Source: an optimization exercise on an open RTL-to-GDS flow (aim: small area, a short achievable clock period and few clock cycles). Production flows keep margins and buffers that such runs may drop. In this exercise RTL edits were held to simulation tests only and were not proved equivalent to the original.

<file path="flow/config.mk">
export PLATFORM = sky130hd
export DESIGN_NAME = MDC
export DESIGN_NICKNAME = MDC
export VERILOG_FILES = /design/flow/design.v
export SDC_FILE = /design/flow/constraint.sdc
export NUM_CORES = 4
export LEC_CHECK = 0
export CAP_MARGIN = 20
export CORE_MARGIN = 2
export CORE_UTILIZATION = 40
export SLEW_MARGIN = 20
</file>
<file path="flow/constraint.sdc">
create_clock -name core_clock -period 13.5 [get_ports {clk}]
set_input_delay 2.7000 -clock core_clock [delete_from_list [all_inputs] [get_ports {clk}]]
set_output_delay 2.7000 -clock core_clock [all_outputs]
set_load 0.01 [all_outputs]
</file>
<file path="flow/design.v">
module HAMMING_IP #(parameter IP_BIT = 8) (
    IN_code,
    OUT_code
);
input [IP_BIT+4-1:0]  IN_code;
output reg [IP_BIT-1:0] OUT_code;
parameter EC_BIT = IP_BIT+4;         
wire [3:0] pos[EC_BIT-1:0];          
wire [3:0] tmp[EC_BIT-2:0];          
reg  [EC_BIT-1:0] decode_data;       
wire [3:0] err_idx, real_idx;        
genvar i;
generate
    for(i=0;i<EC_BIT;i=i+1) begin: position
        assign pos[i] = (IN_code[EC_BIT-1-i]) ? i+1 : 0;
    end
endgenerate
genvar j;
generate
    for(j=0;j<EC_BIT-1;j=j+1) begin: operate
        if(j==0)
            assign tmp[j] = pos[0] ^ pos[1];
        else
            assign tmp[j] = pos[j+1] ^ tmp[j-1];
    end
endgenerate
assign err_idx  = tmp[EC_BIT-2];
assign real_idx = EC_BIT - err_idx;
genvar k;
generate
    for(k=0;k<EC_BIT;k=k+1) begin: error_bit
        always @(*) begin
            if(k == real_idx)
                decode_data[k] = ~IN_code[k];
            else
                decode_data[k] = IN_code[k];
        end
    end
endgenerate
always @(*) begin
    OUT_code = {decode_data[EC_BIT-3], decode_data[EC_BIT-5], decode_data[EC_BIT-6], decode_data[EC_BIT-7],
                decode_data[EC_BIT-9 : 0]};
end
endmodule  
module MDC(
    clk,
	rst_n,
	in_valid,
    in_data, 
	in_mode,
    out_valid, 
	out_data
);
input clk, rst_n, in_valid;
input [8:0] in_mode;
input [14:0] in_data;
output reg out_valid;
output reg [206:0] out_data;
parameter s_IDLE          = 3'd0; 
parameter s_START         = 3'd1; 
parameter s_OUT           = 3'd2; 
parameter s_FOUR_STEP1    = 3'd3; 
parameter s_FOUR_STEP2    = 3'd4; 
parameter s_FOUR_STEP3    = 3'd5; 
parameter s_FOUR_STEP4    = 3'd6; 
reg  [2:0] c_s,n_s;
wire signed[10:0]data_decode;
reg  signed[10:0]data_reg;
wire [4:0] mode_decode;
reg  [4:0] mode;
reg  [4:0] in_cnt;                               
reg  [4:0] in_cnt_delay;                         
reg  [3:0] cnt_2_2;                              
reg  [1:0] cnt_3_3;                              
reg  [1:0] spec_cnt;                             
reg  signed [10:0] in_map      [15:0];           
reg  signed [22:0] result2_2   [8:0];            
reg  signed [22:0] special     [3:0];            
reg  signed [34:0] result3_3   [3:0];            
wire signed [47:0] result_4_4_reg;               
reg  signed [47:0] result_4_4;                   
wire signed [10:0] in_1, in_2, in_3, in_4;
wire signed [22:0] det1, det2;
reg  signed [10:0] mult1_1, mult2_1, mult3_1;
reg  signed [22:0] mult1_2, mult2_2, mult3_2;
wire signed [33:0] mult1, mult2, mult3;          
wire signed [34:0] subt;                         
wire signed [34:0] add_result;                   
wire signed [45:0] mult_4_4;                     
reg [1:0] idx_4_1, idx_4_2; 
wire result2_2_valid;
wire result3_3_valid;
wire special_valid;
reg [3:0] idx_2_2;
reg [1:0] idx_spec;
wire mode_2_2, mode_3_3, mode_4_4;
HAMMING_IP #(11) decode1 (.IN_code(in_data), .OUT_code(data_decode));
HAMMING_IP #(5)  decode2 (.IN_code(in_mode), .OUT_code(mode_decode));
always @(*)
begin
    case(c_s)
        s_IDLE:                                                       
            n_s = in_valid ? s_START : s_IDLE;
        s_START:                                                      
            n_s = (in_cnt_delay[4]) ? (mode_4_4 ? s_FOUR_STEP1 : s_OUT) : s_START; 
        s_OUT:                                                        
            n_s = s_IDLE;
        s_FOUR_STEP1:                                                 
            n_s = s_FOUR_STEP2;
        s_FOUR_STEP2:
            n_s = s_FOUR_STEP3;
        s_FOUR_STEP3:
            n_s = s_FOUR_STEP4;
        s_FOUR_STEP4:
            n_s = s_OUT;
        default:
            n_s = s_IDLE;
    endcase
end
always @(posedge clk or negedge rst_n)
begin
    if(!rst_n)
        c_s <= s_IDLE;
    else
        c_s <= n_s;
end
always @(posedge clk or negedge rst_n) begin
    if(!rst_n)
        in_cnt <= 0;
    else if(in_valid)
        in_cnt <= in_cnt + 1;
    else 
        in_cnt <= 0;
end
always @(posedge clk or negedge rst_n) begin
    if(!rst_n)
        in_cnt_delay <= 0; 
    else
        in_cnt_delay <= in_cnt; 
end
assign result2_2_valid = (in_cnt_delay == 5 || in_cnt_delay == 6 || in_cnt_delay == 7 || in_cnt_delay == 9 || in_cnt_delay == 10 || in_cnt_delay == 11 ||
                          in_cnt_delay == 13 || in_cnt_delay == 14 || in_cnt_delay == 15) ? 1 : 0;
always @(posedge clk or negedge rst_n) begin
    if(!rst_n)
        cnt_2_2 <= 0;
    else if(result2_2_valid)
        cnt_2_2 <= cnt_2_2 + 1;
    else if(n_s == s_IDLE)
        cnt_2_2 <= 0;
end
assign special_valid   = (in_cnt_delay == 10 || in_cnt_delay == 11 || in_cnt_delay == 14 || in_cnt_delay == 15) ? 1 : 0;
always @(posedge clk or negedge rst_n) begin
    if(!rst_n)  
        spec_cnt <= 0;
    else if(special_valid)
        spec_cnt <= spec_cnt + 1;
end
assign result3_3_valid = (in_cnt_delay == 11 || in_cnt_delay == 12 || in_cnt_delay == 15 || in_cnt_delay == 16) ? 1 : 0;  
always @(posedge clk or negedge rst_n) begin
    if(!rst_n)
        cnt_3_3 <= 0;
    else if(result3_3_valid)
        cnt_3_3 <= cnt_3_3 + 1;
end
always @(posedge clk) begin
    data_reg <= data_decode; 
end
always @(posedge clk) begin
    if(in_valid && in_cnt == 0)
        mode <= mode_decode;
end
always @(posedge clk) begin
    if(n_s == s_START) 
        in_map[in_cnt_delay] <= data_reg;
end
always @(posedge clk) begin 
    result2_2[cnt_2_2] <= det1;
end
always @(posedge clk) begin
    if(n_s == s_START || n_s == s_FOUR_STEP1)
        special[spec_cnt] <= det2; 
end
always @(posedge clk) begin
    if(result3_3_valid)
        result3_3[cnt_3_3] <= add_result;
    else if(n_s == s_FOUR_STEP2)
        result3_3[0] <= add_result;
    else if(n_s == s_FOUR_STEP3)
        result3_3[1] <= add_result;
end
always @(posedge clk or negedge rst_n) begin
    if(!rst_n)
        result_4_4 <= 0;
    else if(idx_4_2 == 3 || idx_4_2 == 2 || idx_4_1 == 1) 
        result_4_4 <= result_4_4_reg;
    else if(n_s == s_IDLE)
        result_4_4 <= 0;
end
assign mode_2_2 = (mode == 5'b00100) ? 1 : 0;
assign mode_3_3 = (mode == 5'b00110) ? 1 : 0;
assign mode_4_4 = (mode == 5'b10110) ? 1 : 0;
assign in_1 = (n_s == s_FOUR_STEP1) ? in_map[8]  : data_reg;
assign in_2 = (n_s == s_FOUR_STEP1) ? in_map[15] : in_map[in_cnt_delay-6];
assign in_3 = (n_s == s_FOUR_STEP1) ? in_map[11] : in_map[in_cnt_delay-4];
assign in_4 = (n_s == s_FOUR_STEP1) ? in_map[12] : in_map[in_cnt_delay-2];
DET deter1 (.in1(data_reg), .in2(in_map[in_cnt_delay-5]), .in3(in_map[in_cnt_delay-4]), .in4(in_map[in_cnt_delay-1]), 
            .out(det1));
DET deter2 (.in1(in_1), .in2(in_2), .in3(in_3), .in4(in_4), 
            .out(det2));
always @(*) begin
    case(in_cnt_delay)
    11: idx_2_2 = 4;
    12: idx_2_2 = 5;
    15: idx_2_2 = 7;
    16: idx_2_2 = 8;
    default: idx_2_2 = 0;
    endcase
end
always @(*) begin
    case(in_cnt_delay)
    11: idx_spec = 0;
    12: idx_spec = 1;
    15: idx_spec = 2;
    16: idx_spec = 3;
    default: idx_spec = 0;
    endcase
end
always @(*) begin
    if(n_s == s_FOUR_STEP2 || n_s == s_FOUR_STEP3) 
        mult1_1 = in_map[4];
    else
        mult1_1 = in_map[in_cnt_delay-11];
end
always @(*) begin
    if(n_s == s_FOUR_STEP2)
        mult3_1 = in_map[6];
    else if(n_s == s_FOUR_STEP3)
        mult3_1 = in_map[5];
    else
        mult3_1 = in_map[in_cnt_delay-10];
end
always @(*) begin
    if(n_s == s_FOUR_STEP2 || n_s == s_FOUR_STEP3)
        mult2_1 = in_map[7];
    else
        mult2_1 = in_map[in_cnt_delay-9];
end
always @(*) begin
    if(n_s == s_FOUR_STEP2)
        mult1_2 = result2_2[8];
    else if(n_s == s_FOUR_STEP3)
        mult1_2 = special[3];
    else
        mult1_2 = result2_2[idx_2_2];
end
always @(*) begin
    if(n_s == s_FOUR_STEP2 || n_s == s_FOUR_STEP3)
        mult3_2 = special[0];
    else
        mult3_2 = special[idx_spec];
end
always @(*) begin
    if(n_s == s_FOUR_STEP2)
        mult2_2 = special[2];
    else if(n_s == s_FOUR_STEP3)
        mult2_2 = result2_2[6];
    else
        mult2_2 = result2_2[idx_2_2-1];
end
assign mult1 = mult1_1 * mult1_2;            
assign mult2 = mult2_1 * mult2_2;            
assign mult3 = mult3_1 * mult3_2;            
assign subt  = mult1 - mult3;
assign add_result = subt + mult2;
always @(*) begin
    if(n_s == s_FOUR_STEP2)
        idx_4_1 = 0;
    else if(n_s == s_FOUR_STEP3)
        idx_4_1 = 3;
    else if(c_s == s_FOUR_STEP4)
        idx_4_1 = 2;
    else if(n_s == s_FOUR_STEP4)
        idx_4_1 = 1;
    else
        idx_4_1 = 0;
end
always @(*) begin
    if(n_s == s_FOUR_STEP2)
        idx_4_2 = 3;
    else if(n_s == s_FOUR_STEP3)
        idx_4_2 = 2;
    else if(c_s == s_FOUR_STEP4)
        idx_4_2 = 1;
    else if(n_s == s_FOUR_STEP4)
        idx_4_2 = 0;
    else
        idx_4_2 = 0;
end 
assign mult_4_4 = in_map[idx_4_1] * result3_3[idx_4_2];
assign result_4_4_reg = (idx_4_1 == 0 || idx_4_1 == 2) ? result_4_4 + mult_4_4 : result_4_4 - mult_4_4; 
always @(posedge clk or negedge rst_n) begin
    if(!rst_n)
        out_valid <= 0;
    else if(n_s == s_OUT && mode_2_2)
        out_valid <= 1;
    else if(c_s == s_OUT && mode_3_3)
        out_valid <= 1;
    else if(n_s == s_OUT && mode_4_4) 
        out_valid <= 1;
    else    
        out_valid <= 0;
end
always @(posedge clk or negedge rst_n) begin
    if(!rst_n)
        out_data <= 0;
    else if(n_s == s_OUT && mode_2_2)
        out_data <= {result2_2[0], result2_2[1], result2_2[2], result2_2[3], result2_2[4], result2_2[5], result2_2[6], result2_2[7], result2_2[8]};
    else if(c_s == s_OUT && mode_3_3)
        out_data <= {3'b0, {{16{result3_3[0][34]}},result3_3[0]},  {{16{result3_3[1][34]}},result3_3[1]}, {{16{result3_3[2][34]}},result3_3[2]}, {{16{result3_3[3][34]}},result3_3[3]}};
    else if(n_s == s_OUT && mode_4_4)
        out_data <= {{159{result_4_4_reg[47]}},result_4_4_reg};
    else
        out_data <= 0;
end
endmodule
module DET (in1, in2, in3, in4, out);
input  signed   [10:0] in1, in2, in3, in4;
output signed   [22:0] out;
wire signed     [21:0] mul1, mul2;
assign mul1 = in1 * in2;
assign mul2 = in3 * in4; 
assign out  = mul1 - mul2;
endmodule 
</file>
<file path="flow/run.sh">
#!/bin/bash
# synth_recipe.tcl (not shown) runs the flow's synth.tcl, then flattens the netlist and writes it again
# the make line also repeats each setting of config.mk as NAME=value (left out here)
make -C /OpenROAD-flow-scripts/flow DESIGN_CONFIG=/design/flow/config.mk WORK_HOME=/design/flow/orfs CLKGATE_MAP_FILE= SYNTH_SCRIPT=/design/flow/synth_recipe.tcl finish
</file>
==> flow_summary.yaml <==
routing:
  post_drt_wl_per_cell_um: 27.5
  drc: 0
  wl_met3_mm: 34.7
  wl_met2_mm: 178
  met1_length_mm: 152
  top_layer_used: "met5"
  drt_iter0_drc: 8497
  ant_nets: 0
  firstDrtPassIters: 11
  viasPerCell: 5.64
  drt-total-wl_mm: 390
  dr_total_vias: 80100
floorplanning:
  io_pins: 235
  initial_core_util_pct: 40.2
  chipWidth_um: 518
  rows: 188
  die-area_sq_mm: 0.268
  fp.coreArea_sq_mm: 0.263
  fp.dieH_um: 518
synth:
  syn_area_per_cell_sq_um: 10.3
  yosysTopAreaCell: "fa_1"
  synth_top_area_share_pct: 32.0
  synthFlopType: "edfxtp_1"
  ys_warn_count: 3
  synth_common_cells: "1720 x inv_1, 1691 x fa_1, 1285 x nand2_1"
  async_flop_share_pct: 29.4
  synth-edff-count: 654
  syn_inst: 10300
  yosysSeqAreaShare_pct: 25.4
  synthDistinctLibCells: 91
  synthTopCellsByArea: "fa_1 32%, edfxtp_1 19%, dfrtp_1 6.6%"
  syn_nets: 12500
  yosysMostFrequentCell: "inv_1"
  netlist_area_sq_mm: 0.106
  synth_seq_cells: 942
clocking:
  cts_buffers: 100
  root_buffer: "clkbuf_16"
  cts_tree: "done"
  post_cts_resized: 0
  cts.htree.levels: 3
  cts_sinks: 942
  clockBufferDepth: 3
  clk_pin_slew_worst_paths_ps: 60
  insertion_delay_ps: 790
placement:
  routabilityCongestion: 1.03
  portBuffers: 234
  dpl.hpwl_mm: 321
sta:
  drv_slew: 0
  finalHoldViolCount: 0
  holdWs_ps: 440
  tightest_slew_ps: 1190
  max_freq_ghz: 0.0762
  finalCritPeriodShare_pct: 97.2
  slew_headroom_pct: 20.9
  rsz0062_at_grt: "no"
  final.min_clock_period_ps: 13120
  finalSetupViolCount: 0
  setup_tns_ps: 0
  clock_skew_ps: 88.8
setup_path:
  reg2reg_from: "c_s[2]"
  arrival_ps: 13790
  cp_slowest_stage_delay_ps: 750
  path_max_fanout: 26
  critPathMostFrequentCell: "buf_4"
  crit_start: "c_s[2]"
  critPathCaptureType: "flop"
  slowest_stage: "nor4bb_1"
  crit_required_ps: 14170
  start_kind: "flop"
  critical_path_class: "reg2reg"
finish:
  regMostFlops: "result2_2"
  largest_registers: "result2_2: 241 flops, out_data: 207 flops, in_map: 176 flops"
  synthToLayoutAreaGrowth_pct: 11.8
  n_fill_cell: 24700
  drive_gt1_share_pct: 10.4
  ff_latch_area_sq_mm: 0.0268
  multiInputGateArea_sq_mm: 0.0708
  largest_reg_flops: 241
  nNetsFinal: 12800
global_route:
  grt_max_degree: 141
  overflow: 0
  grt_first_pass_wirelength_mm: 571
  grtUsageTotal_pct: 29.0
  antenna_found_initial: 24
  grt_pass1_vias: 82800
run_status:
  status: "timing/DRC/antenna clean"
hold_path:
  hold_class: "reg2reg"
  min_from: "in_cnt[4]"
flow_run:
  maxCapViolCount: 0
logic make-up (layout without fill, tap and decap cells):
| kind of cell | count (synthesis) | count (layout) | share of synthesized area (%) |
|---|---|---|---|
| other cells | 0 | 18 | 0 |
| simple gates | 2987 | 2987 | 12.2 |
| xor+xnor | 294 | 294 | 2.45 |
| flops | 942 | 942 | 25.4 |
| buf+inv | 2269 | 2638 | 8.10 |
| compound gates | 1217 | 1217 | 7.98 |
| mux | 401 | 401 | 6.01 |
| fa+ha+maj | 2184 | 2184 | 37.9 |
stage by stage:
step / cell area, sq um / utilization (%) / setup slack (ps) / instances
after floorplan: 106000 / - / 1150 / 10300
after global placement: 115000 / 43.6 / 785 / 14000
after detailed placement: 115000 / 43.6 / 510 / 14000
after CTS: 118000 / 44.9 / 499 / 14200
after global routing: 118000 / 45.0 / 103 / 14200
final: 118000 / 45.0 / 380 / 14200
routing by layer:
| metal | GRT usage [%] | vias up |
|---|---|---|
| met5 | 0 | - |
| met4 | 16.2 | 8 |
| met3 | 5.63 | 854 |
| met2 | 45.4 | 4031 |
| met1 | 37.9 | 41500 |
| li1 | - | 33700 |
worst max-delay path: cells and delay by family, from the launching register on:
kind,cells,cell delay [ps]
AO/OA/AOI/OAI,8,2980
XOR/XNOR,2,450
adder cells (fa/ha/maj),7,3370
buffers and inverters,11,1950
flip-flops,1,610
AND/OR/NAND/NOR,16,3570
cell type report:
type,instances,share of cell area (%)
multi-input combinational,7083,60.0
clock buffer,127,2.30
antenna,18,0.0381
inverter,1723,5.48
sequential,942,22.7
clock inverter,62,0.560
tap,3515,3.72
timing repair buffer,726,5.26
cells in the final DEF (no fill, tap or decap), drive strengths merged, types with 94 or more instances in the layout:
cell           count
a21oi            273
a221oi           109
and2             146
buf              493
clkbuf           127
clkdlybuf4s50    233
dfrtp            277
edfxtp           654
fa              1691
ha               493
inv             1733
mux2i            175
mux4             182
nand2           1285
nand2b            94
nand3            107
nor2             962
nor2b            107
o211ai           101
o21ai            244
or2               94
xnor2            218
final timing paths:
kind,to,slack [ps],depth (start not counted)
setup reg to reg,out_data[132],380,44
setup / recovery,out_data[132],380,44
hold reg to reg,in_cnt_delay[4],440,0
max in group asynchronous,out_data[132],9510,3
hold / removal,in_cnt_delay[4],440,0
min in group asynchronous,out_data[146],2000,1
timing repair:
item                       4_1_cts  5_1_grt
setup endpoints to repair        0       16
setup buffers                    0       11
hold buffers                     0        0
Testbench counts, summed over its fixed seeds: cycles 49,680.

separate check: timing with driven ports:
Ports are ideal in the flow. The routed layout listed here was re-timed in OpenROAD. Step 1 (the two cells are an assumption about what drives the block):
set clk [get_ports {clk}]
set_driving_cell -lib_cell sky130_fd_sc_hd__clkbuf_16 $clk
set_driving_cell -lib_cell sky130_fd_sc_hd__buf_2 [delete_from_list [all_inputs] $clk]
Step 2 times the ports against the registers' clock, not the clock port: input delays grow and output delays shrink by t, the midpoint of the rising clock arrivals with the driver on. Slacks: no drivers / after step 1 / after step 2; pairs: no drivers / after step 1.
t, ns: 0.826
setup slack, ns: 0.380 / 0.380 / 0.380
worst setup path after step 2: register to register
clock arrival spread, ns: 0.088 / 0.089
slew at the worst register clock pin (ns): 0.08 / 0.08
After both steps this run still meets setup and hold. The setup slack of this run moves by 0.000 ns with the drivers and by 0.000 ns with both steps.
